Background: an optimization exercise with open tools, aiming at small area. Do not read the settings as production practice.
Only simulation tests tie the RTL to the original design; equivalence was not proved.
Power is estimated from default activity; no workload was simulated.

==> flow/run.sh <==
#!/bin/bash
# synth_recipe.tcl (not shown) runs the flow's synth.tcl, then flattens the netlist and writes it again
# the make line also repeats each setting of config.mk as NAME=value (left out here)
make -C /OpenROAD-flow-scripts/flow DESIGN_CONFIG=/design/flow/config.mk WORK_HOME=/design/flow/orfs CLKGATE_MAP_FILE= SYNTH_SCRIPT=/design/flow/synth_recipe.tcl finish
==> flow/config.mk <==
export PLATFORM = sky130hd
export DESIGN_NAME = Single_cycle_CPU
export DESIGN_NICKNAME = Single_cycle_CPU
export VERILOG_FILES = /design/flow/design.v
export SDC_FILE = /design/flow/constraint.sdc
export NUM_CORES = 4
export LEC_CHECK = 0
export CAP_MARGIN = 20
export CORE_MARGIN = 2
export CORE_UTILIZATION = 30
export SETUP_SLACK_MARGIN = 0.3
export SLEW_MARGIN = 20
export SYNTH_HIERARCHICAL = 1
==> flow/constraint.sdc <==
create_clock -name core_clock -period 13.0 [get_ports {Clk}]
set_input_delay 2.6000 -clock core_clock [delete_from_list [all_inputs] [get_ports {Clk}]]
set_output_delay 2.6000 -clock core_clock [all_outputs]
set_load 0.01 [all_outputs]
==> flow/design.v <==
module controlUnit(op,fn,aluqb,se,wreg,regrt,wmem,lw,sub,lg,lgo,j,br,bne);
    input  [5:0] op,fn;
    output aluqb,se,wreg,regrt,wmem,lw,sub,lg,lgo,j,br,bne;
    wire is_R = ~op[5] & ~op[3] & ~op[2] & ~op[1];
    assign br    = ~op[3] & op[2];                  
    assign bne   = op[0];
    assign j     = ~op[5] & op[1];
    assign aluqb = op[5] | op[3] | op[1];           
    assign se    = op[5] | ~op[2] & ~op[1];         
    assign wreg  = ~op[5] & ~op[1] & ~(op[2] & ~op[3]) | op[5] & ~op[3];
    assign regrt = op[5] | op[3];
    assign wmem  = op[5] & op[3];
    assign lw    = op[5];                           
    assign sub   = is_R & fn[1] | br;
    assign lg    = is_R & fn[2] | op[3] & op[2];
    assign lgo   = is_R & fn[2] & fn[0] | op[3] & op[2] & op[0];
endmodule
module G_INV(a,y);          input a; output y; assign y = ~a; endmodule
module G_NAND2(a,b,y);      input a,b; output y; assign y = ~(a & b); endmodule
module G_NOR2(a,b,y);       input a,b; output y; assign y = ~(a | b); endmodule
module G_AND3(a,b,c,y);     input a,b,c; output y; assign y = a & b & c; endmodule
module G_NAND3(a,b,c,y);    input a,b,c; output y; assign y = ~(a & b & c); endmodule
module G_NAND4(a,b,c,d,y);  input a,b,c,d; output y; assign y = ~(a & b & c & d); endmodule
module G_NOR4(a,b,c,d,y);   input a,b,c,d; output y; assign y = ~(a | b | c | d); endmodule
module G_OR3(a,b,c,y);      input a,b,c; output y; assign y = a | b | c; endmodule
module G_XOR2(a,b,y);       input a,b; output y; assign y = a ^ b; endmodule
module G_XNOR2(a,b,y);      input a,b; output y; assign y = ~(a ^ b); endmodule
module G_A21O(a1,a2,b1,y);  input a1,a2,b1; output y; assign y = (a1 & a2) | b1; endmodule
module G_O21AI(a1,a2,b1,y); input a1,a2,b1; output y; assign y = ~((a1 | a2) & b1); endmodule
module G_A22O(a1,a2,b1,b2,y);  input a1,a2,b1,b2; output y; assign y = (a1 & a2) | (b1 & b2); endmodule
module G_A22OI(a1,a2,b1,b2,y); input a1,a2,b1,b2; output y; assign y = ~((a1 & a2) | (b1 & b2)); endmodule
module G_A221OI(a1,a2,b1,b2,c1,y); input a1,a2,b1,b2,c1; output y; assign y = ~((a1 & a2) | (b1 & b2) | c1); endmodule
module G_A222OI(a1,a2,b1,b2,c1,c2,y); input a1,a2,b1,b2,c1,c2; output y; assign y = ~((a1 & a2) | (b1 & b2) | (c1 & c2)); endmodule
module G_MUX2(a0,a1,s,y);   input a0,a1,s; output y; assign y = s ? a1 : a0; endmodule
module G_HA(a,b,s,co);      input a,b; output s,co; assign s = a ^ b; assign co = a & b; endmodule
module G_FA(a,b,c,s,co);    input a,b,c; output s,co; assign s = a ^ b ^ c; assign co = (a & b) | (c & (a ^ b)); endmodule
module G_A211O(a1,a2,b1,c1,y); input a1,a2,b1,c1; output y; assign y = (a1 & a2) | b1 | c1; endmodule
module G_A221O(a1,a2,b1,b2,c1,y); input a1,a2,b1,b2,c1; output y; assign y = (a1 & a2) | (b1 & b2) | c1; endmodule
module G_OR2(a,b,y);       input a,b; output y; assign y = a | b; endmodule
module G_A21OI(a1,a2,b1,y); input a1,a2,b1; output y; assign y = ~((a1 & a2) | b1); endmodule
module CLA4P(a,b,G,P);
    input [3:0] a,b; output G,P;
    wire [3:0] g = a & b, t = a | b;
    assign G = g[3] | t[3] & (g[2] | t[2] & (g[1] | t[1] & g[0]));
    assign P = &t;
endmodule
module CLA4N(a,b,Gn,Pn);
    input [3:0] a,b; output Gn,Pn;
    wire [3:0] g = a & b, t = a | b;
    assign Gn = ~(g[3] | t[3] & (g[2] | t[2] & (g[1] | t[1] & g[0])));
    assign Pn = ~&t;
endmodule
module RDBIT(d,s,y);
    input  [31:1] d,s;
    output y;
    wire [10:0] t;
    genvar i;
    generate
        for (i = 0; i < 10; i = i + 1) begin : a
            G_A222OI u(d[3*i+1], s[3*i+1], d[3*i+2], s[3*i+2], d[3*i+3], s[3*i+3], t[i]);
        end
    endgenerate
    G_NAND2 u10(d[31], s[31], t[10]);
    wire o0, o1, o2;
    G_NAND4 n0(t[0], t[1], t[2], t[3], o0);
    G_NAND4 n1(t[4], t[5], t[6], t[7], o1);
    G_NAND3 n2(t[8], t[9], t[10], o2);
    G_OR3   n3(o0, o1, o2, y);
endmodule
module NPC(pc,imm,ji,j,taken,npc);
    input  [29:0] pc;
    input  [15:0] imm;
    input  [25:0] ji;
    input         j,taken;
    output [29:0] npc;
    wire [29:0] p4;
    wire [30:0] ci;
    G_INV u0(pc[0], p4[0]);
    assign ci[1] = pc[0];
    genvar k;
    generate
        for (k = 1; k < 30; k = k + 1) begin : inc
            G_HA u(pc[k], ci[k], p4[k], ci[k+1]);
        end
    endgenerate
    wire [15:0] bt;
    wire [16:0] bc;
    G_HA b0(p4[0], imm[0], bt[0], bc[1]);
    generate
        for (k = 1; k < 16; k = k + 1) begin : lo
            G_FA u(p4[k], imm[k], bc[k], bt[k], bc[k+1]);
        end
    endgenerate
    wire [29:16] hi_inc, hi_dec;
    wire [30:16] ic, nb;      
    assign ic[16] = 1'b1;
    G_INV ui(p4[16], hi_inc[16]);
    assign ic[17] = p4[16];
    G_INV ud(p4[16], hi_dec[16]);
    assign nb[17] = p4[16];
    generate
        for (k = 17; k < 30; k = k + 1) begin : hi
            G_HA   u(p4[k], ic[k], hi_inc[k], ic[k+1]);
            G_XNOR2 d(p4[k], nb[k], hi_dec[k]);
            if (k < 29) begin : o
                G_OR2 b(p4[k], nb[k], nb[k+1]);
            end
        end
    endgenerate
    wire s_inc = bc[16] & ~imm[15];
    wire s_dec = ~bc[16] & imm[15];
    wire s_same = ~(bc[16] ^ imm[15]);
    wire ntj = ~j & ~taken;
    generate
        for (k = 0; k < 16; k = k + 1) begin : nlo
            wire t;
            G_A222OI u(ji[k], j, bt[k], taken, p4[k], ntj, t);
            G_INV    v(t, npc[k]);
        end
        for (k = 16; k < 30; k = k + 1) begin : nhi
            wire t, up;
            G_A222OI u(hi_inc[k], s_inc, hi_dec[k], s_dec, p4[k], s_same, t);
            G_INV    w(t, up);
            if (k < 26) begin : jj
                wire t2;
                G_A222OI x(ji[k], j, up, taken, p4[k], ntj, t2);
                G_INV    v(t2, npc[k]);
            end else begin : nj
                G_MUX2   x(p4[k], up, taken, npc[k]);
            end
        end
    endgenerate
endmodule
module ALU(a,b,sub,lg,lgn,lgo,lgon,r,z);
    input  [31:0] a,b;
    input         sub,lg,lgn,lgo,lgon;
    output [31:0] r;
    output        z;
    wire [31:0] bb, s;
    wire [8:0]  cb;       
    assign cb[0] = sub;
    genvar i, k;
    generate
        for (i = 0; i < 32; i = i + 1) begin : x
            G_XOR2 ub(b[i], sub, bb[i]);
        end
        for (k = 0; k < 8; k = k + 1) begin : blk
            wire [3:0] ci;
            assign ci[0] = cb[k];
            for (i = 0; i < 4; i = i + 1) begin : bt
                localparam integer n = 4*k + i;
                if ((k + i) % 2 == 0) begin : t
                    wire p, gl;
                    G_XOR2 up(a[n], bb[n], p);
                    if (i < 3) begin : c
                        G_A22OI uc(a[n], bb[n], p, ci[i], ci[i+1]);
                    end
                    G_XOR2  us(p, ci[i], s[n]);
                    G_AND3  ug(a[n], bb[n], lg, gl);
                    G_A221O ur(s[n], lgn, p, lgo, gl, r[n]);
                end else begin : f
                    wire pn, gn, gl, po;
                    G_XNOR2 up(a[n], bb[n], pn);
                    G_NAND2 ug(a[n], bb[n], gn);
                    if (i < 3) begin : c
                        G_O21AI uc(pn, ci[i], gn, ci[i+1]);
                    end
                    G_XOR2  us(pn, ci[i], s[n]);
                    G_NOR2  ul(gn, lgn, gl);
                    G_NOR2  uo(pn, lgon, po);
                    G_A211O ur(s[n], lgn, po, gl, r[n]);
                end
            end
            if (k < 7) begin : la
                if (k % 2 == 0) begin : e
                    wire G, P;
                    CLA4P  u(a[4*k+3:4*k], bb[4*k+3:4*k], G, P);
                    G_A21OI c(P, cb[k], G, cb[k+1]);
                end else begin : o
                    wire Gn, Pn;
                    CLA4N  u(a[4*k+3:4*k], bb[4*k+3:4*k], Gn, Pn);
                    G_O21AI c(Pn, cb[k], Gn, cb[k+1]);
                end
            end
        end
    endgenerate
    wire [7:0] n;
    generate
        for (i = 0; i < 8; i = i + 1) begin : zt
            G_NOR4 u(r[4*i], r[4*i+1], r[4*i+2], r[4*i+3], n[i]);
        end
    endgenerate
    wire z0, z1;
    G_NAND4 uz0(n[0], n[1], n[2], n[3], z0);
    G_NAND4 uz1(n[4], n[5], n[6], n[7], z1);
    G_NOR2  uz2(z0, z1, z);
endmodule
module dffe32(D,Clk,e,e_n,q);
    input  [31:0] D;
    input         Clk,e,e_n;
    output reg [31:0] q;
    always @(posedge Clk)
        q <= ({32{e}} & D) | ({32{e_n}} & q);
endmodule
module Regfilee(Ra,Rb,D,Wr,We,Clk,Clrn,Qa,Qb);
    input  [4:0]  Ra,Rb,Wr;
    input  [31:0] D;
    input         We,Clk,Clrn;
    output [31:0] Qa,Qb;
    wire [31:0] r [1:31];
    reg  [31:1] valid;
    wire [31:1] wen;
    wire [31:1] sa, sb;
    genvar i, b;
    generate
        for (i = 1; i < 32; i = i + 1) begin : g
            assign wen[i] = We & (Wr == i);
            assign sa[i]  = valid[i] & (Ra == i);
            assign sb[i]  = valid[i] & (Rb == i);
            dffe32 w(D, Clk, wen[i], ~wen[i], r[i]);
        end
    endgenerate
    always @(posedge Clk or negedge Clrn)
        if (!Clrn) valid <= 31'b0;
        else       valid <= valid | wen;
    generate
        for (b = 0; b < 32; b = b + 1) begin : rb
            wire [31:1] col;
            for (i = 1; i < 32; i = i + 1) begin : c
                assign col[i] = r[i][b];
            end
            RDBIT pa(col, sa, Qa[b]);
            RDBIT pb(col, sb, Qb[b]);
        end
    endgenerate
endmodule
module Single_cycle_CPU(Clk,Clrn,Inst,Date_out,PC,We,R,Date_in,X,Y);
    input  [31:0] Inst,Date_out;
    input         Clk,Clrn;
    output        We;
    output [31:0] R,Date_in,PC,X,Y;
    wire aluqb, se, wreg, regrt, wmem, lw, sub, lg, lgo, j, br, bne;
    controlUnit cu(Inst[31:26], Inst[5:0], aluqb, se, wreg, regrt, wmem, lw, sub, lg, lgo, j, br, bne);
    wire [31:0] qa, qb, y, r, d;
    wire        z;
    wire aluqbn = ~aluqb;
    wire sx = aluqb & se & Inst[15];
    genvar k;
    generate
        for (k = 0; k < 16; k = k + 1) begin : ylo
            G_A22O u(Inst[k], aluqb, qb[k], aluqbn, y[k]);
        end
        for (k = 16; k < 32; k = k + 1) begin : yhi
            G_A21O u(qb[k], aluqbn, sx, y[k]);
        end
    endgenerate
    ALU alu(qa, y, sub, lg, ~lg, lgo, ~lgo, r, z);
    wire lwn = ~lw;
    generate
        for (k = 0; k < 32; k = k + 1) begin : dm
            G_A22O u(Date_out[k], lw, r[k], lwn, d[k]);
        end
    endgenerate
    wire [4:0] wr = regrt ? Inst[20:16] : Inst[15:11];
    Regfilee rf(Inst[25:21], Inst[20:16], d, wr, wreg, Clk, Clrn, qa, qb);
    reg  [31:2] pc;
    wire [31:2] npc;
    wire taken = br & (z ^ bne);
    NPC un(pc, Inst[15:0], Inst[25:0], j, taken, npc);
    always @(posedge Clk or negedge Clrn)
        if (!Clrn) pc <= 30'b0;
        else       pc <= npc;
    assign PC      = {pc, 2'b00};
    assign We      = wmem;
    assign R       = r;
    assign X       = qa;
    assign Y       = y;
    assign Date_in = qb;
endmodule
==> results of run 1 <==
## cell type report
cell class	count	area, µm²	area share (%)
Inverter	50	188	0.343
Multi-Input combinational cell	2660	23000	42.1
Clock inverter	39	384	0.702
Sequential cell	1053	21400	39.1
Antenna cell	11	27.5	0.0503
Clock buffer	162	3220	5.89
Tap cell	2044	2560	4.67
Timing Repair Buffer	431	3940	7.20
## power by group
part / internal, mW / switching [mW]
clock: 1.80 / 1.41
combinational: 1.21 / 1.36
sequential: 4.24 / 0.797
## logic make-up (layout without fill, tap and decap cells)
kind of cell             count (synthesis)  in the layout
XOR/XNOR                               110            110
other                                    1             13
buffers and inverters                  264            682
multiplexers                             9              9
flip-flops                            1053           1053
AND/OR/NAND/NOR                        605            605
AO/OA/AOI/OAI                         1874           1874
adder cells (fa/ha/maj)                 60             60
## per-layer routing
metal / part of all wire, % / vias to the layer above / GRT usage [%] / wire [µm]
li1: - / 18200 / - / -
met1: 37 / 22300 / 33.1 / 81900
met2: 42 / 3975 / 38.0 / 92100
met3: 13 / 750 / 8.17 / 29700
met4: 7.5 / 0 / 18.3 / 16400
met5: 0 / - / 0.151 / 0
## sequential cells by signal (all words and copies together) (netlist names)
register and cells:
rf.g.w.q 992, rf.valid 31, pc 30
## path summary, 6_finish.rpt
path / from / endpoint / slack [ps] / depth (start not counted)
min reg2reg: rf.valid[24] / rf.valid[24] / 460 / 1
max: Inst[19] / R[31] / 330 / 26
min: rf.valid[24] / rf.valid[24] / 460 / 1
max in group asynchronous: Clrn / rf.valid[7] / 10250 / 2
max reg2reg: rf.valid[1] / pc[23] / 4350 / 32
min in group asynchronous: Clrn / pc[10] / 2090 / 2
## per-module statistics from Yosys, one instance, submodules excluded, excerpt
module            area (µm²)  flip-flops and latches  times used
Single_cycle_CPU         862                      30           1
G_OR3                   6.26                       0          64
G_A221O                 10.0                       0          16
G_INV                   3.75                       0          43
G_A21O                  7.51                       0          16
G_NOR4                  12.5                       0           8
G_HA                    12.5                       0          43
controlUnit              118                       0           1
G_NAND3                 5.00                       0          64
G_AND3                  6.26                       0          16
G_NAND4                 6.26                       0         130
G_OR2                   6.26                       0          12
## through the flow
step	total power, mW	hold slack (ps)	cells	instance area, µm²
2_1_floorplan	6.44	433	3977	46400
3_3_place_gp	7.45	448	6230	50900
3_5_place_dp	7.53	449	6232	50900
4_1_cts	10.7	463	6433	54500
5_1_grt	11.2	472	6440	54700
6_report	10.8	462	6450	54700
## critical path, stage by stage
cell	delay, ps
clkdlybuf4s50_1	610
and2_0	470
and3_2	590
buf_4	320
a222oi_1	350
nand4_1	430
or3_1	540
a22o_1	240
xor2_1	190
o211a_1	210
a221o_1	260
a22oi_2	140
o21ai_1	100
buf_4	170
a21oi_2	300
o21ai_2	230
a21oi_2	160
buf_4	240
o21ai_1	160
a21oi_2	190
o21ai_1	170
a22oi_2	180
o21ai_1	110
xor2_1	170
a221o_1	390
clkdlybuf4s50_1	490
## cells in the final DEF (no fill, tap or decap), drive strengths merged, types with 5 or more instances in the layout
cell              n
ha               45
a22o           1040
and3             77
dfrtp            61
a221o            19
inv              53
nor2b             8
diode            11
a222oi          680
or3              64
clkdlybuf4s50   221
a211o            16
a22oi            19
o22a              7
buf             210
a21o             47
xnor2            29
and2              5
o21ai            21
clkinv           31
or2              14
nand4           131
nor3b             9
clkbuf          162
mux2              9
nand3            70
fa               15
a21oi             9
nor4              9
nand2           114
dfxtp           992
nor2             79
xor2             81
and3b             5
==> results_dict.tcl, run 1 <==
set metrics [dict create \
    status "timing/DRC/antenna clean" \
    portBuffers 223 \
    tns_ps 0 \
    globalRouteTotalUtil_pct 26.3 \
    cts.clk_slew.worst_paths_ps 60 \
    grt_max_degree 62 \
    yosys.area.top_type "dfxtp_1" \
    synth_simple_gate_area_share_pct 7.25 \
    gp_congestion 0.974 \
    synth-edff-count 0 \
    cts_tree "built" \
    dieArea_um2 158000 \
    leakagePower_nw 22.2 \
    hold_violations 0 \
    vias 45200 \
    synth_top_family_by_area "compound AO/OA/AOI/OAI gates" \
    synth_top_area_share_pct 42.8 \
    cp_max_fo 19 \
    yosysUniqueCellTypes 62 \
    gr-total-overflow 0 \
    fill_cells 15200 \
    startpoint_type "input port" \
    postCtsSetupBuffers 0 \
    die_h_um 397 \
    cts_inserted_buffers 109 \
    synthMuxAreaShare_pct 0.251 \
    setup_viol 0 \
    maxCapViolCount 0 \
    final_core_util_pct 35.6 \
    dp_hpwl_um 135000 \
    initial_core_util_pct 30.2 \
    ios 227 \
    setup_slack_ps 328 \
    syn_to_final_growth_pct 17.9 \
    slew-limit-headroom_pct 16.9 \
    core_area_um2 154000 \
    required_ps 10400 \
    fmax_mhz 78.9 \
    worstMarginPinSlew_ps 1240 \
    yosys_warnings 9 \
    hold_buffers 0 \
    seq_area_frac_synth_pct 46.1 \
    grt_pass1_vias 42600 \
    synthCells 3976 \
    fin_crit_ps 12670 \
    power_density_nw_per_um2 198 \
    rsz0062_at_grt "no" \
    row_count 144 \
    drtIter0Drc 10300 \
    nNetsFinal 4431 \
    path_class "input port to output port" \
    synth-seq-cells 1053 \
    synth_area_per_cell_um2 11.7 \
    cp-end-kind "output port" \
    clock-sinks 1053 \
    place_ws_ps 346 \
    clock_skew_ps 32.7 \
    synthTopCellsByArea "dfxtp_1 (43%), a22o_1 (18%), a222oi_1 (15%)" \
    ys.flop_type "dfxtp_1" \
    yosysMostFrequentCell "dfxtp_1" \
    synth_fa_ha_area_share_pct 1.86 \
    remaining_drc_errors 0 \
    drtAntennaViolNets 0 \
    routedWlPerCell_um 34.1 \
    drive_gt1_share_pct 13.9 \
    grt_antenna_before_repair 7 \
    cts_max_level 3 \
    hp-class "flip-flop to flip-flop" \
    wl_um 220000 \
    post_drt_via_cell_ratio 7.01 \
    cts_resized 0 \
    grt_pass1_wl_um 309000 \
    yosys.area_share.xor_xnor_pct 2.08 \
    cp.arrival_ps 10070 \
    die_x_um 397 \
    vdd_drop_max_mv 0.127 \
    async_reset_ff_share_pct 5.79 \
    root_buffer "clkbuf_16" \
    synth_common_cells "dfxtp_1 (992), a22o_1 (978), a222oi_1 (680)" \
    slew_viol_final 0 \
    synth-compound-area-share_pct 37.2 \
    insertion_delay_ps 720 \
    period_share_pct 97.5 \
    dr.pass1.iters 13 \
    synth_area_um2 46400 \
    clockBufferDepth 3 \
]
==> inputs of run 2 (changes only) <==
--- a/flow/design.v
+++ b/flow/design.v
@@ -196,18 +196,19 @@
     G_NOR2  uz2(z0, z1, z);
 endmodule
-module dffe32(D,Clk,e,e_n,q);
-    input  [31:0] D;
+module dffe32(Dn,Clk,e,e_n,q);
+    input  [31:0] Dn;
     input         Clk,e,e_n;
     output reg [31:0] q;
     always @(posedge Clk)
-        q <= ({32{e}} & D) | ({32{e_n}} & q);
-endmodule
-module Regfilee(Ra,Rb,D,Wr,We,Clk,Clrn,Qa,Qb);
+        q <= ~(({32{e}} | q) & ({32{e_n}} | Dn));
+endmodule
+module Regfilee(Ra,Rb,Dn,Wr,We,Clk,Clrn,Qa,Qb);
     input  [4:0]  Ra,Rb,Wr;
-    input  [31:0] D;
+    input  [31:0] Dn;       
     input         We,Clk,Clrn;
     output [31:0] Qa,Qb;
     wire [31:0] r [1:31];
     reg  [31:1] valid;
+    reg  [31:1] pol;
     wire [31:1] wen;
     wire [31:1] sa, sb;
@@ -218,5 +219,5 @@
             assign sa[i]  = valid[i] & (Ra == i);
             assign sb[i]  = valid[i] & (Rb == i);
-            dffe32 w(D, Clk, wen[i], ~wen[i], r[i]);
+            dffe32 w(Dn, Clk, wen[i], ~wen[i], r[i]);
         end
     endgenerate
@@ -224,4 +225,10 @@
         if (!Clrn) valid <= 31'b0;
         else       valid <= valid | wen;
+    always @(posedge Clk)
+        pol <= ~(pol | wen);
+    wire pa, pb;
+    RDBIT ppa(pol, sa, pa);
+    RDBIT ppb(pol, sb, pb);
+    wire [31:0] ra, rbv;
     generate
         for (b = 0; b < 32; b = b + 1) begin : rb
@@ -230,6 +237,8 @@
                 assign col[i] = r[i][b];
             end
-            RDBIT pa(col, sa, Qa[b]);
-            RDBIT pb(col, sb, Qb[b]);
+            RDBIT ua(col, sa, ra[b]);
+            RDBIT ub(col, sb, rbv[b]);
+            G_XOR2 xa(ra[b], pa, Qa[b]);
+            G_XOR2 xb(rbv[b], pb, Qb[b]);
         end
     endgenerate
@@ -242,5 +251,5 @@
     wire aluqb, se, wreg, regrt, wmem, lw, sub, lg, lgo, j, br, bne;
     controlUnit cu(Inst[31:26], Inst[5:0], aluqb, se, wreg, regrt, wmem, lw, sub, lg, lgo, j, br, bne);
-    wire [31:0] qa, qb, y, r, d;
+    wire [31:0] qa, qb, y, r;
     wire        z;
     wire aluqbn = ~aluqb;
@@ -257,11 +266,12 @@
     ALU alu(qa, y, sub, lg, ~lg, lgo, ~lgo, r, z);
     wire lwn = ~lw;
+    wire [31:0] dn;
     generate
         for (k = 0; k < 32; k = k + 1) begin : dm
-            G_A22O u(Date_out[k], lw, r[k], lwn, d[k]);
+            G_A22OI u(Date_out[k], lw, r[k], lwn, dn[k]);
         end
     endgenerate
     wire [4:0] wr = regrt ? Inst[20:16] : Inst[15:11];
-    Regfilee rf(Inst[25:21], Inst[20:16], d, wr, wreg, Clk, Clrn, qa, qb);
+    Regfilee rf(Inst[25:21], Inst[20:16], dn, wr, wreg, Clk, Clrn, qa, qb);
     reg  [31:2] pc;
     wire [31:2] npc;
--- a/flow/config.mk
+++ b/flow/config.mk
@@ -8,5 +8,7 @@
 export CAP_MARGIN = 20
 export CORE_MARGIN = 2
-export CORE_UTILIZATION = 30
+export CORE_UTILIZATION = 40
+export CTS_CLUSTER_DIAMETER = 150
+export CTS_CLUSTER_SIZE = 20
 export SETUP_SLACK_MARGIN = 0.3
 export SLEW_MARGIN = 20
==> run 2 against run 1 <==
Still clean; non-clock buffer count is 16 higher; via count grew 1.7%; sequential share of layout area up 3.8 points; largest cell class is now sequential cells.
==> results_dict.tcl, run 2 <==
set metrics [dict create \
    yosys.area_share.xor_xnor_pct 3.39 \
    startpoint_type "input port" \
    hold_violations 0 \
    tns_ps 0 \
    synth_area_um2 45000 \
    status "timing/DRC/antenna clean" \
    dieArea_um2 115000 \
    n_antenna_cell 0 \
    cp_max_fo 10 \
    crit_family "compound AO/OA/AOI/OAI gates" \
    reg.largest.list "rf.g.w.q x992, rf.pol x31, rf.valid x31" \
    syn_to_final_growth_pct 13.9 \
    synth_top_family_by_area "compound AO/OA/AOI/OAI gates" \
    ys.flop_type "dfxtp_1" \
    yosysMostFrequentCell "dfxtp_1" \
    hold_buffers 0 \
    synthTopCellsByArea "dfxtp_1 (45%), a222oi_1 (16%), o22ai_1 (14%)" \
    setup_viol 0 \
    grt_pass1_wl_um 295000 \
    vdd_drop_max_mv 0.259 \
    slew_viol_final 0 \
    yosysUniqueCellTypes 60 \
    fin_crit_ps 12490 \
    drtIter0Drc 10900 \
    insertion_delay_ps 710 \
    synth-compound-area-share_pct 33.8 \
    cts_max_level 2 \
    power_density_nw_per_um2 242 \
    cp.arrival_ps 9890 \
    maxCapViolCount 0 \
    setup_slack_ps 507 \
    synth-seq-cells 1084 \
    root_buffer "clkbuf_16" \
    largest_reg_flops 992 \
    fmax_mhz 80.0 \
    synth_common_cells "dfxtp_1 (1,023), o22ai_1 (992), a222oi_1 (700)" \
    remaining_drc_errors 0 \
    synthCells 4134 \
    gr-total-overflow 0 \
    synth_area_per_cell_um2 10.9 \
    clock-sinks 1084 \
    worstMarginPinSlew_ps 1200 \
    power_mw 12.4 \
    path_class "input port to output port" \
    grt_antenna_before_repair 5 \
    die_x_um 339 \
    routedWlPerCell_um 35.0 \
    cp-end-kind "output port" \
    wl_um 208000 \
    cts.clk_slew.worst_paths_ps 90 \
    period_share_pct 96.1 \
    required_ps 10400 \
    drtAntennaViolNets 0 \
    nNetsFinal 4553 \
    reg2reg_slack_ps 4030 \
    dr.pass1.iters 16 \
    final_cell_mix "dfxtp_1 (1,023), o22ai_1 (992), a222oi_1 (700)" \
    post_drt_via_cell_ratio 7.74 \
    critical_path.max_stage_delay_ps 620 \
    globalRouteTotalUtil_pct 33.9 \
    portBuffers 223 \
    top_register "rf.g.w.q" \
    hp-class "flip-flop to flip-flop" \
    place_ws_ps 286 \
    drive_gt1_share_pct 10.4 \
    synth_simple_gate_area_share_pct 7.58 \
    cts_tree "built" \
    core_area_um2 112000 \
    rsz0062_at_grt "no" \
    ios 227 \
    die_h_um 339 \
    cts_inserted_buffers 60 \
    async_reset_ff_share_pct 5.63 \
    dp_hpwl_um 128000 \
    cp_num_buf_inv 5 \
    grt_max_degree 62 \
    leakagePower_nw 19.2 \
    place_inst 5857 \
    clock_skew_ps 32.1 \
    yosys_warnings 9 \
    clockBufferDepth 3 \
    row_count 123 \
    synth_top_area_share_pct 45.5 \
    initial_core_util_pct 40.2 \
    grt_pass1_vias 42400 \
    gp_congestion 0.983 \
    synthMuxAreaShare_pct 0.259 \
    final_cell_count_no_fill 5933 \
    synth-edff-count 0 \
    vias 45900 \
    slew-limit-headroom_pct 20.1 \
    slowest_stage "clkdlybuf4s50_1" \
    seq_area_frac_synth_pct 48.9 \
    layout_commonest_cell "dfxtp_1" \
    yosys.area.top_type "dfxtp_1" \
    synth_fa_ha_area_share_pct 1.92 \
]
run 2: cell types whose count changed in the layout (fill, tap and decap cells not counted), sizes merged, moves of 16 or more:
cell / delta
a222oi: +20
clkinv: -29
a21oi: +31
clkbuf: -97
dfxtp: +31
a22oi: +32
buf: +16
o22ai: +992
a22o: -1024
xor2: +64
run 2: kinds of logic (layout without fill, tap and decap cells):
group	after synthesis	in the layout
muxes	9	9
AOI/OAI and AO/OA	1925	1925
DFF	1084	1084
adders and majority gates	60	60
and+or+nand+nor	614	614
xor gates and xnor gates	174	174
other	1	2
buffers and inverters	267	565
run 2: routing by layer:
metal	vias up	part of all wire, %	routed length, µm	global-route usage, %
li1	18700	-	-	-
met1	22500	38	78000	45.3
met2	3990	40	83500	47.7
met3	736	15	31400	10.7
met4	2	7.1	14800	20.2
met5	-	0.0063	13	0.0817
run 2: worst reg2reg max path, delay by kind of cell, from the launching register on:
family                    cells  cell delay, ps
DFF                           1             420
xor gates and xnor gates      4             740
and+or+nand+nor               8            2910
AOI/OAI and AO/OA            16            3590
buffers and inverters         6            1240
run 2: path summary, 6_finish.rpt:
kind | from | cells after the start | to
setup / recovery | Inst[19] | 27 | R[31]
setup reg to reg | rf.valid[16] | 34 | pc[22]
hold reg to reg | rf.pol[31] | 1 | rf.pol[31]
max in group asynchronous | Clrn | 2 | rf.valid[9]
hold / removal | rf.pol[31] | 1 | rf.pol[31]
min in group asynchronous | Clrn | 2 | pc[26]
run 2: per-stage QoR:
| step | utilization [%] | hold slack [ps] | area [µm²] |
|---|---|---|---|
| floorplan | - | 410 | 45000 |
| global placement | 44.0 | 419 | 49300 |
| detailed placement | 44.1 | 427 | 49400 |
| CTS | 45.5 | 440 | 51000 |
| global route | 45.8 | 449 | 51300 |
| finish | 45.8 | 442 | 51300 |
run 2: what timing repair did:
action                                  CTS  global route
hold endpoints to repair                  0             0
pin swaps                                 0             3
endpoints found under the setup margin    1             4
resized for setup                         1            13
setup buffers                             0             0
run 2: power by group:
part	switching [mW]	internal [mW]	total, mW
Sequential	1.15	4.84	5.98
Clock	1.14	0.830	1.97
Combinational	2.51	1.92	4.43
Total	4.80	7.59	12.4
run 2: Yosys stat by module (local to each module, per instance), a selection:
| module | cells inside | copies in the design |
|---|---|---|
| G_A222OI | 1 | 700 |
| NPC | 5 | 1 |
| CLA4P | 8 | 4 |
| G_A22O | 1 | 16 |
| G_A221O | 1 | 16 |
| G_FA | 1 | 15 |
| dffe32 | 70 | 31 |
| controlUnit | 20 | 1 |
| G_NAND4 | 1 | 134 |
| G_AND3 | 1 | 16 |
| G_NAND2 | 1 | 82 |
| G_MUX2 | 1 | 4 |
| G_HA | 1 | 43 |
| G_NOR2 | 1 | 33 |
run 2: area by class of cell:
class	count	area (µm²)
multi-input combinational	2784	21500
clock buffer	65	1520
fill	10600	60800
clock inverter	3	41.3
timing repair buffer	447	4180
tap	1500	1880
sequential	1084	22000
inverter	50	188
==> inputs of run 3 (changes only) <==
--- a/flow/design.v
+++ b/flow/design.v
@@ -203,15 +203,23 @@
         q <= ~(({32{e}} | q) & ({32{e_n}} | Dn));
 endmodule
-module Regfilee(Ra,Rb,Dn,Wr,We,Clk,Clrn,Qa,Qb);
+module Regfilee(Ra,Rb,D,Wr,We,Clk,Clrn,Qa,Qb);
     input  [4:0]  Ra,Rb,Wr;
-    input  [31:0] Dn;       
+    input  [31:0] D;
     input         We,Clk,Clrn;
     output [31:0] Qa,Qb;
     wire [31:0] r [1:31];
     reg  [31:1] valid;
-    reg  [31:1] pol;
+    reg         ph;
+    always @(posedge Clk)
+        ph <= ~ph;
+    wire [31:0] Dn;
+    genvar i, b;
+    generate
+        for (b = 0; b < 32; b = b + 1) begin : wd
+            G_XOR2 u(D[b], ph, Dn[b]);
+        end
+    endgenerate
     wire [31:1] wen;
     wire [31:1] sa, sb;
-    genvar i, b;
     generate
         for (i = 1; i < 32; i = i + 1) begin : g
@@ -225,20 +233,17 @@
         if (!Clrn) valid <= 31'b0;
         else       valid <= valid | wen;
-    always @(posedge Clk)
-        pol <= ~(pol | wen);
-    wire pa, pb;
-    RDBIT ppa(pol, sa, pa);
-    RDBIT ppb(pol, sb, pb);
-    wire [31:0] ra, rbv;
+    wire sela = |sa, selb = |sb;
+    wire pa = ph & sela, pb = ph & selb;
     generate
         for (b = 0; b < 32; b = b + 1) begin : rb
             wire [31:1] col;
+            wire ra, rbv;
             for (i = 1; i < 32; i = i + 1) begin : c
                 assign col[i] = r[i][b];
             end
-            RDBIT ua(col, sa, ra[b]);
-            RDBIT ub(col, sb, rbv[b]);
-            G_XOR2 xa(ra[b], pa, Qa[b]);
-            G_XOR2 xb(rbv[b], pb, Qb[b]);
+            RDBIT ua(col, sa, ra);
+            RDBIT ub(col, sb, rbv);
+            G_XOR2 xa(ra, pa, Qa[b]);
+            G_XOR2 xb(rbv, pb, Qb[b]);
         end
     endgenerate
@@ -266,12 +271,12 @@
     ALU alu(qa, y, sub, lg, ~lg, lgo, ~lgo, r, z);
     wire lwn = ~lw;
-    wire [31:0] dn;
+    wire [31:0] d;
     generate
         for (k = 0; k < 32; k = k + 1) begin : dm
-            G_A22OI u(Date_out[k], lw, r[k], lwn, dn[k]);
+            G_A22O u(Date_out[k], lw, r[k], lwn, d[k]);
         end
     endgenerate
     wire [4:0] wr = regrt ? Inst[20:16] : Inst[15:11];
-    Regfilee rf(Inst[25:21], Inst[20:16], dn, wr, wreg, Clk, Clrn, qa, qb);
+    Regfilee rf(Inst[25:21], Inst[20:16], d, wr, wreg, Clk, Clrn, qa, qb);
     reg  [31:2] pc;
     wire [31:2] npc;
==> flow/flow/run.sh (new file) <==
#!/bin/bash
# Layout flow: the standard flow (standard synthesis included), with
#  - one sky130_fd_sc_hd__buf_1 on each input and output port instead of the
#    default port buffer cell;
#  - clock tree synthesis without dummy loads, with sinks clustered in
#    groups of up to 20 within 150 um.
# make's full output goes to make_finish.log in the work folder; ORFS keeps
# each step's log under orfs/logs/.
set -euo pipefail
bash standard.sh \
  'BUFFER_PORTS_ARGS=-buffer_cell sky130_fd_sc_hd__buf_1' \
  'CTS_ARGS=-sink_clustering_enable -repair_clock_nets -dont_use_dummy_load -sink_clustering_size 20 -sink_clustering_max_diameter 150' \
  finish > make_finish.log 2>&1
==> flow/standard.sh (new file) <==
#!/bin/bash
# synth_recipe.tcl (not shown) runs the flow's synth.tcl, then flattens the netlist and writes it again
# the make line also repeats each setting of config.mk as NAME=value (left out here)
make -C /OpenROAD-flow-scripts/flow DESIGN_CONFIG=/design/flow/config.mk WORK_HOME=/design/flow/orfs CLKGATE_MAP_FILE= SYNTH_SCRIPT=/design/flow/synth_recipe.tcl "${@:-finish}"
--- a/flow/config.mk
+++ b/flow/config.mk
@@ -8,7 +8,5 @@
 export CAP_MARGIN = 20
 export CORE_MARGIN = 2
-export CORE_UTILIZATION = 40
-export CTS_CLUSTER_DIAMETER = 150
-export CTS_CLUSTER_SIZE = 20
+export CORE_UTILIZATION = 50
 export SETUP_SLACK_MARGIN = 0.3
 export SLEW_MARGIN = 20
removed: flow/run.sh
==> run 3 against run 2 <==
Core utilization is 9.3 points higher; flip-flop and latch count is 30 lower; sequential power is 4.3% lower; sequential share of layout area is 1.2 points higher; largest power group unchanged; final area is 5.4% lower; die area is 21% lower; cell count is 6.2% lower; clock-buffer cell count is 7 lower; total power is 12% lower; hold slack better by 29 ps; wire length is 3.6% lower.
==> results_dict.tcl, run 3 <==
set metrics [dict create \
    dr.pass1.iters 12 \
    reg2reg_to "pc[3]" \
    maxCapViolCount 0 \
    yosysMostFrequentCell "dfxtp_1" \
    combPwrFrac_pct 30.3 \
    met3_usage_pct 9.85 \
    fin_hold_ws_ps 472 \
    cp_common_cell "o21ai_1" \
    sequentialPowerShare_pct 52.6 \
    ys.flop_type "dfxtp_1" \
    synth-edff-count 0 \
    p_int_mw 6.74 \
    vdd_drop_max_mv 0.138 \
    gr-total-overflow 0 \
    slew-limit-headroom_pct 16.4 \
    synthCells 4116 \
    period_share_pct 97.1 \
    holdPathStages 1 \
    met2_usage_pct 58.9 \
    drtAntennaViolNets 0 \
    cp.arrival_ps 10020 \
    top_register "rf.g.w.q" \
    cp_cell_sequence "buf_1 -> nor2_1 -> and3_1 -> a222oi_1 -> nand4_1 -> or3_1 -> xor2_1 -> a22o_1 -> xor2_1 -> o221ai_1 -> o21ai_2 -> a21oi_4 -> o21ai_1 -> a21oi_2 -> o21ai_1 -> a21oi_2 -> o21ai_1 -> a22oi_2 -> o21ai_1 -> xor2_1 -> a221o_1 -> buf_1" \
    clock-sinks 1054 \
    syn_to_final_growth_pct 9.36 \
    clock_skew_ps 39.7 \
    path_class "input port to output port" \
    cp_max_fo 13 \
    yosys.area.top_type "dfxtp_1" \
    fmax_mhz 79.2 \
    status "timing/DRC/antenna clean" \
    fin_crit_ps 12620 \
    hold_buffers 0 \
    synthTopCellsByArea "dfxtp_1 (45%), a222oi_1 (15%), o22ai_1 (14%)" \
    slew_viol_final 0 \
    final_cell_count_no_fill 5566 \
    post_drt_via_cell_ratio 8.05 \
    die_x_um 302 \
    yosysUniqueCellTypes 67 \
    cp-end-kind "output port" \
    globalRouteTotalUtil_pct 41.9 \
    gp_congestion 1.02 \
    worstMarginPinSlew_ps 1250 \
    switching_share_pct 38.1 \
    power_density_nw_per_um2 225 \
    clockBufferDepth 3 \
    remaining_drc_errors 0 \
    grt_pass1_vias 40900 \
    die_h_um 302 \
    use_met1_pct 57.2 \
    grt_max_degree 62 \
    routedWlPerCell_um 36.0 \
    postCtsSetupBuffers 0 \
    cts_max_level 2 \
    switching_power_mw 4.14 \
    largest_reg_flops 992 \
    startpoint_type "input port" \
    core_area_um2 88100 \
    synth-seq-cells 1054 \
    leakagePower_nw 18.7 \
    dieArea_um2 91000 \
    holdPathEnd "rf.g[31].w.q[3]" \
    top_usage_layer "met2" \
    required_ps 10400 \
    cts.clk_slew.worst_paths_ps 80 \
    reg2reg_slack_ps 3210 \
    synth_top_area_share_pct 44.9 \
    tns_ps 0 \
    drtIter0Drc 10500 \
    ios 227 \
    fill_cells 8028 \
    rr_startpoint "rf.valid[16]" \
    row_count 109 \
    portBuffers 223 \
    setup_viol 0 \
    yosys_warnings 9 \
    p_clk_share_pct 17.1 \
    synth_common_cells "dfxtp_1 (993), o22ai_1 (992), a222oi_1 (680)" \
    r2r_cells 31 \
    root_buffer "clkbuf_16" \
    synth_area_per_cell_um2 10.8 \
    cts_resized 0 \
    critical_path.max_stage_delay_ps 650 \
    async_reset_ff_share_pct 5.79 \
    vias 44800 \
    initial_core_util_pct 50.3 \
    nNetsFinal 4523 \
    multi_input_area_um2 21400 \
    cts_inserted_buffers 58 \
    hold_violations 0 \
    dp_hpwl_um 126000 \
    insertion_delay_ps 680 \
    slowest_stage "a222oi_1" \
    min_from "rf.g[31].w.q[3]" \
    seq_area_frac_synth_pct 48.3 \
    hp-class "flip-flop to flip-flop" \
    synth_area_um2 44300 \
    power_mw 10.9 \
    drive_gt1_share_pct 9.72 \
    wl_um 200000 \
    cts_tree "built" \
    grt_pass1_wl_um 284000 \
    reg.largest.list "rf.g.w.q x992, rf.valid x31, pc x30" \
    seq_area_um2 21400 \
    grt_antenna_before_repair 3 \
    place_inst 5501 \
    rsz0062_at_grt "no" \
    final_cell_mix "o22ai_1 (992), dfxtp_1 (992), a222oi_1 (680)" \
]
run 3: cell count changes after synthesis, sizes merged, moves of 8 or more:
cell | previous run | this run
a21o | 47 | 16
a21oi | 40 | 11
a222oi | 700 | 680
a22o | 16 | 54
a22oi | 51 | 21
buf | 213 | 196
dfxtp | 1023 | 993
inv | 50 | 82
nand2 | 116 | 128
nand2b | 2 | 30
nand3b | 0 | 8
nor2 | 76 | 67
xor2 | 145 | 177
run 3: layout make-up:
class                   count  area share (%)
multi-input cells        2775            44.2
flip-flops and latches   1054            44.2
repair buffers            426            4.92
well taps                1165            3.01
clock buffers              58            2.99
inverters                  82           0.635
diodes                      6          0.0310
run 3: kinds of logic (layout without fill, tap and decap cells):
group | after synthesis | after routing | share of synthesized area (%)
other | 1 | 8 | 0.00846
and+or+nand+nor | 629 | 629 | 7.84
AOI/OAI and AO/OA | 1863 | 1863 | 33.1
muxes | 15 | 15 | 0.407
xor gates and xnor gates | 206 | 206 | 4.07
adders and majority gates | 60 | 60 | 1.95
DFF | 1054 | 1054 | 48.3
buffers and inverters | 288 | 566 | 4.36
run 3: modules after synthesis, one instance, submodules excluded, a selection:
module | copies in the design | flip-flops and latches | cells inside
G_A22OI | 12 | 0 | 1
Single_cycle_CPU | 1 | 30 | 45
G_A21O | 16 | 0 | 1
G_A21OI | 4 | 0 | 1
G_A221O | 16 | 0 | 1
G_XOR2 | 176 | 0 | 1
G_XNOR2 | 29 | 0 | 1
CLA4P | 4 | 0 | 8
G_INV | 43 | 0 | 1
G_NOR2 | 33 | 0 | 1
NPC | 1 | 0 | 5
G_HA | 43 | 0 | 1
G_A222OI | 680 | 0 | 1
G_FA | 15 | 0 | 1
run 3: worst max path at each step:
stage	depth (start not counted)	endpoint	start	slack, ps
detailed placement	25	R[31]	Inst[19]	560
finish	22	R[31]	Inst[20]	380
floorplan	24	R[31]	Inst[19]	1160
global placement	25	R[31]	Inst[19]	660
CTS	25	R[31]	Inst[19]	510
global route	23	R[31]	Inst[18]	310
run 3: through the flow:
step                      setup slack (ps)  utilization [%]  cell area, µm²
final                                  377             55.0           48500
after floorplan                       1160                -           44300
after global placement                 660             53.3           46900
after CTS                              505             54.9           48400
after global routing                   314             55.0           48500
after detailed placement               563             53.3           46900
run 3: worst max-delay path: cells and delay by family:
family,cells,cell delay (ps)
AO/OA/AOI/OAI,13,4130
XOR/XNOR,3,860
buffers and inverters,2,620
AND/OR/NAND/NOR,4,1810
run 3: power by group through the flow:
stage	clock network [mW]	logic (mW)	registers, mW
3_5_place_dp	0	3.20	5.72
4_1_cts	1.87	3.20	5.66
2_1_floorplan	0	2.13	5.50
3_3_place_gp	0	3.12	5.68
5_1_grt	1.98	3.50	5.88
6_report	1.87	3.30	5.72
run 3: layer usage:
metal,share of wire [%],up-vias
met1,38,21900
met5,0,-
li1,-,18500
met4,7.8,0
met2,40,3772
met3,14,679
==> inputs of run 4 (changes only) <==
--- a/flow/design.v
+++ b/flow/design.v
@@ -74,11 +74,11 @@
     input         j,taken;
     output [29:0] npc;
-    wire [29:0] p4;
-    wire [30:0] ci;
+    genvar k;
+    wire [15:0] p4;
+    wire [16:0] ci;
     G_INV u0(pc[0], p4[0]);
     assign ci[1] = pc[0];
-    genvar k;
-    generate
-        for (k = 1; k < 30; k = k + 1) begin : inc
+    generate
+        for (k = 1; k < 16; k = k + 1) begin : inc
             G_HA u(pc[k], ci[k], p4[k], ci[k+1]);
         end
@@ -94,22 +94,26 @@
     wire [29:16] hi_inc, hi_dec;
     wire [30:16] ic, nb;      
-    assign ic[16] = 1'b1;
-    G_INV ui(p4[16], hi_inc[16]);
-    assign ic[17] = p4[16];
-    G_INV ud(p4[16], hi_dec[16]);
-    assign nb[17] = p4[16];
+    G_INV ui(pc[16], hi_inc[16]);
+    assign hi_dec[16] = hi_inc[16];
+    assign ic[17] = pc[16];
+    assign nb[17] = pc[16];
     generate
         for (k = 17; k < 30; k = k + 1) begin : hi
-            G_HA   u(p4[k], ic[k], hi_inc[k], ic[k+1]);
-            G_XNOR2 d(p4[k], nb[k], hi_dec[k]);
+            G_HA    u(pc[k], ic[k], hi_inc[k], ic[k+1]);
+            G_XNOR2 d(pc[k], nb[k], hi_dec[k]);
             if (k < 29) begin : o
-                G_OR2 b(p4[k], nb[k], nb[k+1]);
-            end
-        end
-    endgenerate
-    wire s_inc = bc[16] & ~imm[15];
-    wire s_dec = ~bc[16] & imm[15];
-    wire s_same = ~(bc[16] ^ imm[15]);
-    wire ntj = ~j & ~taken;
+                G_OR2 b(pc[k], nb[k], nb[k+1]);
+            end
+        end
+    endgenerate
+    wire cy    = ci[16] | bc[16];
+    wire b_inc = cy & ~imm[15];
+    wire b_dec = ~cy & imm[15];
+    wire s_inc = taken ? b_inc : ci[16];     
+    wire s_dec = taken & b_dec;
+    wire s_pc  = ~(s_inc | s_dec);
+    wire t_inc = ~j & s_inc;                 
+    wire t_pc  = ~j & s_pc;
+    wire ntj   = ~j & ~taken;
     generate
         for (k = 0; k < 16; k = k + 1) begin : nlo
@@ -119,13 +123,13 @@
         end
         for (k = 16; k < 30; k = k + 1) begin : nhi
-            wire t, up;
-            G_A222OI u(hi_inc[k], s_inc, hi_dec[k], s_dec, p4[k], s_same, t);
-            G_INV    w(t, up);
+            wire t;
             if (k < 26) begin : jj
                 wire t2;
-                G_A222OI x(ji[k], j, up, taken, p4[k], ntj, t2);
-                G_INV    v(t2, npc[k]);
+                G_A222OI u(hi_inc[k], t_inc, hi_dec[k], s_dec, pc[k], t_pc, t);
+                G_NAND2  w(ji[k], j, t2);
+                G_NAND2  v(t, t2, npc[k]);
             end else begin : nj
-                G_MUX2   x(p4[k], up, taken, npc[k]);
+                G_A222OI u(hi_inc[k], s_inc, hi_dec[k], s_dec, pc[k], s_pc, t);
+                G_INV    v(t, npc[k]);
             end
         end
==> run 4 against run 3 <==
Final area shrank 0.69%; combinational power shrank 2%; clock power is essentially flat; worst setup slack gained 280 ps; wire length shrank 0.22%; die area shrank 0.67%; maximum frequency grew 2.3%; total power shrank 0.42%; first-iteration DRC count grew 0.42%; sequential share of layout area grew 0.31 points; register-to-register slack gained 140 ps; largest power group unchanged.
==> results_dict.tcl, run 4 <==
set metrics [dict create \
    reg.largest.list "rf.g.w.q x992, rf.valid x31, pc x30" \
    post_drt_via_cell_ratio 8.05 \
    clock-sinks 1054 \
    ys.flop_type "dfxtp_1" \
    gr-total-overflow 0 \
    synth-seq-cells 1054 \
    seq_area_frac_synth_pct 48.6 \
    drive_gt1_share_pct 9.85 \
    setup_slack_ps 656 \
    synthTopCellsByArea "dfxtp_1 (45%), a222oi_1 (15%), o22ai_1 (14%)" \
    tns_ps 0 \
    vias 44500 \
    yosys_warnings 9 \
    holdPathEnd "rf.g[31].w.q[7]" \
    yosysMostFrequentCell "dfxtp_1" \
    cp.arrival_ps 9740 \
    place_ws_ps 186 \
    row_count 108 \
    cp-end-kind "output port" \
    hold_violations 0 \
    grt_max_degree 62 \
    core_area_um2 87000 \
    r2r_cells 32 \
    fin_hold_ws_ps 470 \
    grt_antenna_before_repair 6 \
    holdPathStages 1 \
    dp_hpwl_um 124000 \
    drtIter0Drc 10600 \
    rr_startpoint "rf.valid[16]" \
    largest_reg_flops 992 \
    cp_common_cell "o21ai_1" \
    initial_core_util_pct 50.6 \
    portBuffers 223 \
    rsz0062_at_grt "no" \
    top_register "rf.g.w.q" \
    synth_area_per_cell_um2 10.8 \
    place_inst 5458 \
    reg2reg_slack_ps 3350 \
    worstMarginPinSlew_ps 1140 \
    grt_pass1_wl_um 281000 \
    cp_num_buf_inv 3 \
    syn_to_final_growth_pct 9.35 \
    insertion_delay_ps 690 \
    dr.pass1.iters 12 \
    yosys.area.top_type "dfxtp_1" \
    synth_area_um2 44000 \
    required_ps 10400 \
    synthCells 4091 \
    wl_um 200000 \
    dieArea_um2 90400 \
    nNetsFinal 4477 \
    reg2reg_to "pc[25]" \
    clock_skew_ps 63.9 \
    slew-limit-headroom_pct 24.0 \
    cp_max_fo 20 \
    die_x_um 301 \
    slowest_stage "nor2_1" \
    power_density_nw_per_um2 225 \
    fill_cells 7952 \
    slew_viol_final 0 \
    synth_top_area_share_pct 45.2 \
    fmax_mhz 81.0 \
    gp_congestion 0.974 \
    status "timing/DRC/antenna clean" \
    cts_max_level 2 \
    cts_inserted_buffers 58 \
    vdd_drop_max_mv 0.159 \
    setup_viol 0 \
    grt_pass1_vias 40500 \
    routedWlPerCell_um 36.1 \
    synth_common_cells "dfxtp_1 (993), o22ai_1 (992), a222oi_1 (670)" \
    hp-class "flip-flop to flip-flop" \
    globalRouteTotalUtil_pct 41.7 \
    die_h_um 301 \
    path_class "input port to output port" \
    fin_crit_ps 12340 \
    hold_buffers 0 \
    drtAntennaViolNets 0 \
    ios 227 \
    async_reset_ff_share_pct 5.79 \
    period_share_pct 95.0 \
    cts_tree "built" \
    crit_family "compound AO/OA/AOI/OAI gates" \
    yosysUniqueCellTypes 69 \
    min_from "rf.g[31].w.q[7]" \
    synth-edff-count 0 \
    remaining_drc_errors 0 \
    leakagePower_nw 18.3 \
    startpoint_type "input port" \
    root_buffer "clkbuf_16" \
    critical_path.max_stage_delay_ps 740 \
    final_cell_count_no_fill 5527 \
    clockBufferDepth 3 \
    cts.clk_slew.worst_paths_ps 80 \
    maxCapViolCount 0 \
    final_cell_mix "o22ai_1 (992), dfxtp_1 (992), a222oi_1 (670)" \
]
[run 4: report_power, final]
part / leakage, nW / switching [mW] / internal [mW] / total [mW]
clock network: 0.715 / 1.07 / 0.790 / 1.86
logic: 8.40 / 1.97 / 1.28 / 3.25
registers: 9.23 / 1.08 / 4.64 / 5.73
total: 18.3 / 4.12 / 6.72 / 10.8
[run 4: timing repair]
item,CTS,global route
resized for setup,0,8
buffers inserted,0,2
endpoints found under the setup margin,0,11
hold endpoints to repair,0,0
[run 4: cell families (layout without fill, tap and decap cells)]
| kind of cell | Yosys count | in the layout | share of synthesized area, % |
|---|---|---|---|
| flops | 1054 | 1054 | 48.6 |
| other cells | 1 | 9 | 0.00852 |
| fa+ha+maj | 44 | 44 | 1.51 |
| buf+inv | 265 | 536 | 4.19 |
| simple gates | 652 | 654 | 8.13 |
| xor+xnor | 206 | 206 | 4.10 |
| compound gates | 1858 | 1858 | 33.2 |
| mux | 11 | 11 | 0.273 |
[run 4: area by class of cell]
cell class              instances  area, µm²  share of cell area (%)
flip-flops and latches       1054      21400                    44.5
multi-input cells            2775      21300                    44.2
repair buffers                419       2330                    4.83
clock buffers                  58       1450                    3.02
well taps                    1155       1450                    3.00
inverters                      59        221                   0.460
diodes                          7       17.5                  0.0364
[run 4: metrics by stage]
| stage | area (µm²) | util (%) | power (mW) |
|---|---|---|---|
| 6_report | 48100 | 55.3 | 10.8 |
| 3_5_place_dp | 46600 | 53.5 | 8.89 |
| 3_3_place_gp | 46600 | 53.5 | 8.77 |
| 2_1_floorplan | 44000 | - | 7.59 |
| 4_1_cts | 48000 | 55.2 | 10.7 |
| 5_1_grt | 48100 | 55.3 | 11.3 |
[run 4: worst max path at each step]
stage	startpoint	end	slack [ps]	depth (start not counted)
2_1_floorplan	Inst[19]	R[31]	1160	24
3_3_place_gp	Inst[19]	pc[20]	310	34
3_5_place_dp	Inst[19]	pc[25]	190	34
4_1_cts	Inst[19]	R[31]	560	25
5_1_grt	Inst[18]	R[31]	450	25
6_report	Inst[22]	R[31]	660	25
[run 4: routing by layer]
metal  track usage (%)  up-vias  routed length [µm]
met5                 0        -                 113
met4              25.2        8               13800
met3              11.8      671               30000
met2              59.8     3827               81500
met1              55.7    21600               74400
li1                  -    18300                   -
[run 4: per-module statistics from Yosys, one instance, submodules excluded, a selection]
module            flops+latches  copies in the design  area [µm²]  cells inside
G_A221O                       0                    16        10.0             1
G_A222OI                      0                   670        10.0             1
G_FA                          0                    15        20.0             1
G_NAND2                       0                   100        3.75             1
G_NOR4                        0                     8        12.5             1
G_OR2                         0                    12        6.26             1
G_OR3                         0                    64        6.26             1
Regfilee                     32                     1        2350           305
Single_cycle_CPU             30                     1         862            45
==> inputs of run 5 (changes only) <==
--- a/flow/design.v
+++ b/flow/design.v
@@ -215,6 +215,7 @@
     reg  [31:1] valid;
     reg         ph;
-    always @(posedge Clk)
-        ph <= ~ph;
+    always @(posedge Clk or negedge Clrn)
+        if (!Clrn) ph <= 1'b0;
+        else       ph <= ~ph;
     wire [31:0] Dn;
     genvar i, b;
==> flow/flow/run.sh (replaced) <==
#!/bin/bash
# Layout flow: the standard flow (standard synthesis included), with
#  - one sky130_fd_sc_hd__buf_1 on each input and output port instead of the
#    default port buffer cell;
#  - clock tree synthesis without dummy loads, with sinks clustered in
#    groups of up to 24 within 150 um.
# make's full output goes to make_finish.log in the work folder; ORFS keeps
# each step's log under orfs/logs/.
set -euo pipefail
bash standard.sh \
  'BUFFER_PORTS_ARGS=-buffer_cell sky130_fd_sc_hd__buf_1' \
  'CTS_ARGS=-sink_clustering_enable -repair_clock_nets -dont_use_dummy_load -sink_clustering_size 24 -sink_clustering_max_diameter 150' \
  finish > make_finish.log 2>&1
==> run 5 against run 4 <==
Sequential share of layout area up 0.23 points; clock power down 8%; wire length down 1.6%; worst setup slack worse by 70 ps; critical path depth unchanged; flip-flop and latch count unchanged; combinational power up 34%; largest cell class unchanged; maximum frequency down 0.56%; cell count down 0.20%.
==> results_dict.tcl, run 5 <==
set metrics [dict create \
    status "timing/DRC/antenna clean" \
    fmax_mhz 80.6 \
    core_area_um2 87000 \
    synth_area_um2 44000 \
    setup_viol 0 \
    dp_hpwl_um 126000 \
    fin_crit_ps 12410 \
    portBuffers 223 \
    yosys_warnings 9 \
    insertion_delay_ps 660 \
    final_cell_mix "o22ai_1 (992), dfxtp_1 (992), a222oi_1 (670)" \
    worstMarginPinSlew_ps 1190 \
    cp_max_fo 13 \
    gp_congestion 1.07 \
    remaining_drc_errors 0 \
    die_h_um 301 \
    cts.clk_slew.worst_paths_ps 110 \
    slew-limit-headroom_pct 20.6 \
    maxCapViolCount 0 \
    leakagePower_nw 18.0 \
    synth_common_cells "dfxtp_1 (992), o22ai_1 (992), a222oi_1 (670)" \
    row_count 108 \
    vdd_drop_max_mv 0.276 \
    grt_antenna_before_repair 8 \
    final_cell_count_no_fill 5516 \
    clock-sinks 1054 \
    cts_max_level 2 \
    dieArea_um2 90400 \
    grt_max_degree 63 \
    startpoint_type "input port" \
    postPlaceCellArea_um2 46600 \
    clockBufferDepth 3 \
    largest_reg_flops 992 \
    tns_ps 0 \
    drtIter0Drc 10300 \
    yosysUniqueCellTypes 69 \
    synth-edff-count 0 \
    place_ws_ps 450 \
    path_class "input port to output port" \
    cts_inserted_buffers 49 \
    globalRouteTotalUtil_pct 41.3 \
    synthTopCellsByArea "dfxtp_1 (45%), a222oi_1 (15%), o22ai_1 (14%)" \
    cp_num_buf_inv 3 \
    drive_gt1_share_pct 9.69 \
    synth-seq-cells 1054 \
    post_drt_via_cell_ratio 8.03 \
    required_ps 10400 \
    dr.pass1.iters 14 \
    drtAntennaViolNets 0 \
    routedWlPerCell_um 35.6 \
    synth_top_area_share_pct 45.1 \
    synthCells 4091 \
    period_share_pct 95.5 \
    seq_area_frac_synth_pct 48.6 \
    crit_family "compound AO/OA/AOI/OAI gates" \
    initial_core_util_pct 50.6 \
    top_register "rf.g.w.q" \
    slowest_stage "or3_1" \
    synth_area_per_cell_um2 10.8 \
    cts_tree "built" \
    final_core_util_pct 55.0 \
    design_area_um2 47900 \
    fill_cells 7917 \
    power_mw 11.9 \
    fin_hold_ws_ps 475 \
    grt_pass1_wl_um 280000 \
    clock_skew_ps 33.4 \
    setup_slack_ps 587 \
    hold_violations 0 \
    place_inst 5460 \
    ys.flop_type "dfxtp_1" \
    rsz0062_at_grt "no" \
    root_buffer "clkbuf_16" \
    nNetsFinal 4467 \
    grt_pass1_vias 40600 \
    syn_to_final_growth_pct 8.80 \
    async_reset_ff_share_pct 5.88 \
    die_x_um 301 \
    slew_viol_final 0 \
    gr-total-overflow 0 \
    ios 227 \
    reg.largest.list "rf.g.w.q x992, rf.valid x31, pc x30" \
    vias 44300 \
    wl_um 197000 \
    yosys.area.top_type "dfxtp_1" \
    cp.arrival_ps 9810 \
    power_density_nw_per_um2 248 \
    critical_path.max_stage_delay_ps 530 \
    hp-class "flip-flop to flip-flop" \
    cp-end-kind "output port" \
]
-- run 5: timing repair --
action,in CTS,in global routing
buffers inserted,0,0
gates resized for setup,0,5
hold buffers,0,0
endpoints found under the setup margin,0,3
-- run 5: logic make-up (layout without fill, tap and decap cells) --
kind of cell    after synthesis  count (layout)  share of synthesized area, %
simple gates                652             652                          8.13
mux                          11              11                         0.273
fa+ha+maj                    44              44                          1.51
buf+inv                     265             528                          4.19
xor+xnor                    206             206                          4.10
flops                      1054            1054                          48.6
compound gates             1858            1858                          33.2
other cells                   1               8                       0.00852
-- run 5: layer usage --
metal	track usage, %	part of all wire, %	vias up
met4	26.7	7.4	2
met1	55.3	38	21600
met5	0	0.0061	-
met3	12.3	14	636
li1	-	-	18300
met2	57.8	40	3701
-- run 5: path summary, 6_finish.rpt --
check	start	end	slack, ps	cells after the start
max reg2reg	rf.valid[13]	pc[18]	3230	31
min in group asynchronous	Clrn	pc[28]	2160	2
max in group asynchronous	Clrn	rf.ph	10170	2
min reg2reg	rf.g[31].w.q[22]	rf.g[31].w.q[22]	480	1
max	Inst[19]	R[31]	590	25
min	rf.g[31].w.q[22]	rf.g[31].w.q[22]	480	1
-- run 5: report_power, final --
group	internal [mW]	switching, mW	total, mW
combinational	1.64	2.73	4.37
clock	0.676	1.05	1.72
sequential	4.68	1.11	5.79
total	7.00	4.88	11.9
-- run 5: cell type report --
| cell class | count | area, µm² | share of cell area [%] |
|---|---|---|---|
| Tap cell | 1155 | 1450 | 3.02 |
| Inverter | 59 | 221 | 0.462 |
| Sequential cell | 1054 | 21400 | 44.7 |
| Multi-Input combinational cell | 2773 | 21200 | 44.4 |
| Clock buffer | 49 | 1230 | 2.56 |
| Antenna cell | 6 | 15.0 | 0.0313 |
| Timing Repair Buffer | 420 | 2330 | 4.86 |
-- run 5: modules after synthesis, one instance, submodules excluded, excerpt --
module | flops+latches | cells inside
CLA4N | 0 | 5
G_A221O | 0 | 1
G_A22O | 0 | 1
G_FA | 0 | 1
G_INV | 0 | 1
G_NAND3 | 0 | 1
G_NOR2 | 0 | 1
G_XOR2 | 0 | 1
Single_cycle_CPU | 30 | 45

-- what the ideal ports hide --
How much do the figures lean on ideal ports? The routed layouts below were timed once more, with nothing changed but the port constraints. Step 1 sets driving cells, clkbuf_16 on the clock port and buf_2 on the other inputs (assumed; they add their load-dependent delay and slew). Step 2 also shifts input and output timing later by t, the mid clock arrival at the registers, as if the neighbouring blocks saw the same clock. Three values: ideal ports, drivers, drivers and shift; two values: the first two.
run	shift t [ns]	slack for setup (ns)	hold slack, ns	clock arrival spread, ns
run 1	0.776	0.328 / 0.304 / 0.304	0.462 / 0.462 / 0.462	0.033 / 0.033
run 2	0.775	0.507 / 0.479 / 0.479	0.442 / 0.442 / 0.442	0.032 / 0.032
run 3	0.730	0.377 / 0.345 / 0.250	0.472 / 0.472 / 0.472	0.040 / 0.039
run 4	0.732	0.656 / 0.628 / 0.419	0.470 / 0.470 / 0.470	0.064 / 0.064
run 5	0.716	0.587 / 0.525 / 0.241	0.475 / 0.475 / 0.475	0.033 / 0.033
After both steps setup and hold are still met in every run listed. The setup slack of run 5, which loses most, moves by -0.062 ns with the drivers and by -0.346 ns with both steps.
